Source: an optimization exercise on an open RTL-to-GDS flow (aim: small area and a short achievable clock period). Production flows keep margins and buffers that such runs may drop. Only simulation tests tie the RTL to the original design; equivalence was not proved.

== run M ==
// fir_n
module fir_n(x_in, y_out, b, clk, ena, rst);
input  wire [31:0]  x_in;
output wire [31:0]  y_out;
input  wire [127:0] b;
input  wire         clk;
input  wire         ena;
input  wire         rst;
wire [16:0] k;
wire [31:0] x_rec;
assign k[0] = 1'b0;
genvar gi;
generate for (gi = 0; gi < 16; gi = gi + 1) begin : rec
  assign x_rec[2*gi]   = x_in[2*gi] ^ k[gi];
  assign x_rec[2*gi+1] = x_in[2*gi+1] ^ (x_in[2*gi] & k[gi]);
  assign k[gi+1]       = x_in[2*gi+1] & (x_in[2*gi] | k[gi]);
end endgenerate
logic [31:0] s0, s1, s2, s3;
always_ff @(posedge clk, posedge rst) begin
  if (rst) begin
    s0 <= '0; s1 <= '0; s2 <= '0; s3 <= '0;
  end else if (ena) begin
    s0 <= x_rec; s1 <= s0; s2 <= s1; s3 <= s2;
  end
end
wire [31:0] c0 = b[31:0];
wire [31:0] cn0;
generate for (gi = 0; gi < 32; gi = gi + 1) begin : cinv0
  cninv_c u (.a(c0[gi]), .y(cn0[gi]));
end endgenerate
wire [15:0] p1_0, p2_0, n1_0;
wire [15:0] nn_0;
generate for (gi = 0; gi < 16; gi = gi + 1) begin : dec0
  dec_cell u (.a(s0[2*gi+1]), .b(s0[2*gi]), .p1(p1_0[gi]), .p2(p2_0[gi]), .n1(n1_0[gi]), .nn(nn_0[gi]));
end endgenerate
wire [31:0] q0_0;
pp0_cell uq0_0_0 (.n1(n1_0[0]), .c(c0[0]), .p1(p1_0[0]), .cn(cn0[0]), .p2(p2_0[0]), .q(q0_0[0]));
pp_cell uq0_0_1 (.p1(n1_0[0]), .c(c0[1]), .n1(p1_0[0]), .cn(cn0[1]), .p2(p2_0[0]), .cm(cn0[0]), .q(q0_0[1]));
pp_cell uq0_0_2 (.p1(n1_0[0]), .c(c0[2]), .n1(p1_0[0]), .cn(cn0[2]), .p2(p2_0[0]), .cm(cn0[1]), .q(q0_0[2]));
pp_cell uq0_0_3 (.p1(n1_0[0]), .c(c0[3]), .n1(p1_0[0]), .cn(cn0[3]), .p2(p2_0[0]), .cm(cn0[2]), .q(q0_0[3]));
  ...
For scale: about 130 flip-flops, ~200 I/O pins, about 41,000 um2 of cells after synthesis.
Settings: LEC_CHECK=0, ABC_AREA=1, CAP_MARGIN=20, CELL_PAD_IN_SITES_DETAIL_PLACEMENT=1, CELL_PAD_IN_SITES_GLOBAL_PLACEMENT=2, CORE_MARGIN=2, CORE_UTILIZATION=30, CTS_BUF_LIST=sky130_fd_sc_hd__clkbuf_4 sky130_fd_sc_hd__clkbuf_8, CTS_CLUSTER_DIAMETER=100, CTS_CLUSTER_SIZE=30, PLACE_DENSITY=0.45, SLEW_MARGIN=20, SYNTH_HIERARCHICAL=1, SYNTH_MINIMUM_KEEP_SIZE=0; clock period 16.0 ns.
standard.sh (not shown) runs the stock make flow with config.mk's settings and CLKGATE_MAP_FILE= SYNTH_SCRIPT=/design/flow/synth_recipe.tcl, a recipe that flattens the netlist after the stock synthesis.
==> flow/flow/run.sh <==
#!/bin/bash
# Own flow: the standard layout (standard.sh) with three changes.
#  1. fir_n.sv's one-cell helper modules are tied to the library cells they
#     describe (fa_cell -> fa_1, pp_cell -> a222oi_1, pp2_cell -> a22oi_1),
#     see flow/cellmap.py; ABC does not find a222oi on its own.
#  2. The port buffers are buf_4 cells instead of buffer_ports' default pick
#     (clkdlybuf4s50_1, a clock delay cell: slower and twice the area).
#  3. The standard synthesis runs first, and the flip-flops of ours are
#     checked against it (same names and cell types).
# Every tool's output goes to a log file of its own in this folder.
set -euo pipefail
W=$(pwd)
R=orfs/results/sky130hd/fir_n/base

bash standard.sh synth > std_synth.log 2>&1
cp $R/1_2_yosys.v std_1_2_yosys.v
rm -rf orfs

python3 flow/cellmap.py design.v design_mapped.v > cellmap.log 2>&1
export BUFFER_PORTS_ARGS="-buffer_cell sky130_fd_sc_hd__buf_4"
bash standard.sh synth VERILOG_FILES=$W/design_mapped.v > synth.log 2>&1
python3 flow/regcheck.py std_1_2_yosys.v $R/1_2_yosys.v > regcheck.log 2>&1
bash standard.sh finish VERILOG_FILES=$W/design_mapped.v > standard.log 2>&1
Other scripts of this flow, unchanged in this note and not shown: flow/flow/cellmap.py, flow/flow/regcheck.py
Every stage of the flow completed for run M, and the final layout passed the timing, design-rule and antenna checks.
## Diff of input files: run C against run M
-- flow/config.mk --
<<< run M, line 14
export CTS_BUF_LIST = sky130_fd_sc_hd__clkbuf_4 sky130_fd_sc_hd__clkbuf_8
export CTS_CLUSTER_DIAMETER = 100
export CTS_CLUSTER_SIZE = 30
>>> run C, line 14
<<< run M, line 18
>>> run C, line 15
export SETUP_SLACK_MARGIN = 2.6
## What came out
Comparing run M and run C, utilization after layout is lower on run M.
Cmp run C vs run M: setup slack higher in run C
Sequential share of layout area (higher): run M
Run C ended up with a lower hold slack than run M did.
[compare] base=run M new=run C: first-iteration DRC count decreased 618; maximum frequency rose by 5.2%; global-route wire length before repair closely matched the old numbers; non-clock buffer count went up 4.
Run C ended up with a lower headroom to the max-slew limit than run M did.

==> static timing again, ports no longer ideal <==
The results above use ideal ports. As a check the final layouts listed here were re-extracted and re-timed, cells and wires unchanged. Step 1 assumes that a clkbuf_16 drives the clock port and a buf_2 every other input. Step 2, shift: input delay + t, output delay - t, t = (earliest + latest rising clock arrival at the registers) / 2. This alone moves slack from input paths to output paths. a / b / c = no drivers / after step 1 / after step 2; a / b = the first two.
run | t (ns) | setup slack, ns | slew at the worst register clock pin (ns) | worst slew at a driven data input, ns | pins driven straight from the clock port
run M | 0.582 | 1.889 / 1.861 / 1.861 | 0.09 / 0.09 | 0.10 | 1
run C | 0.556 | 2.585 / 2.540 / 2.540 | 0.06 / 0.06 | 0.09 | 1
After both steps every run listed still meets setup and hold. The setup slack of run C, which loses most, moves by -0.045 ns with the drivers and by -0.045 ns with both steps.
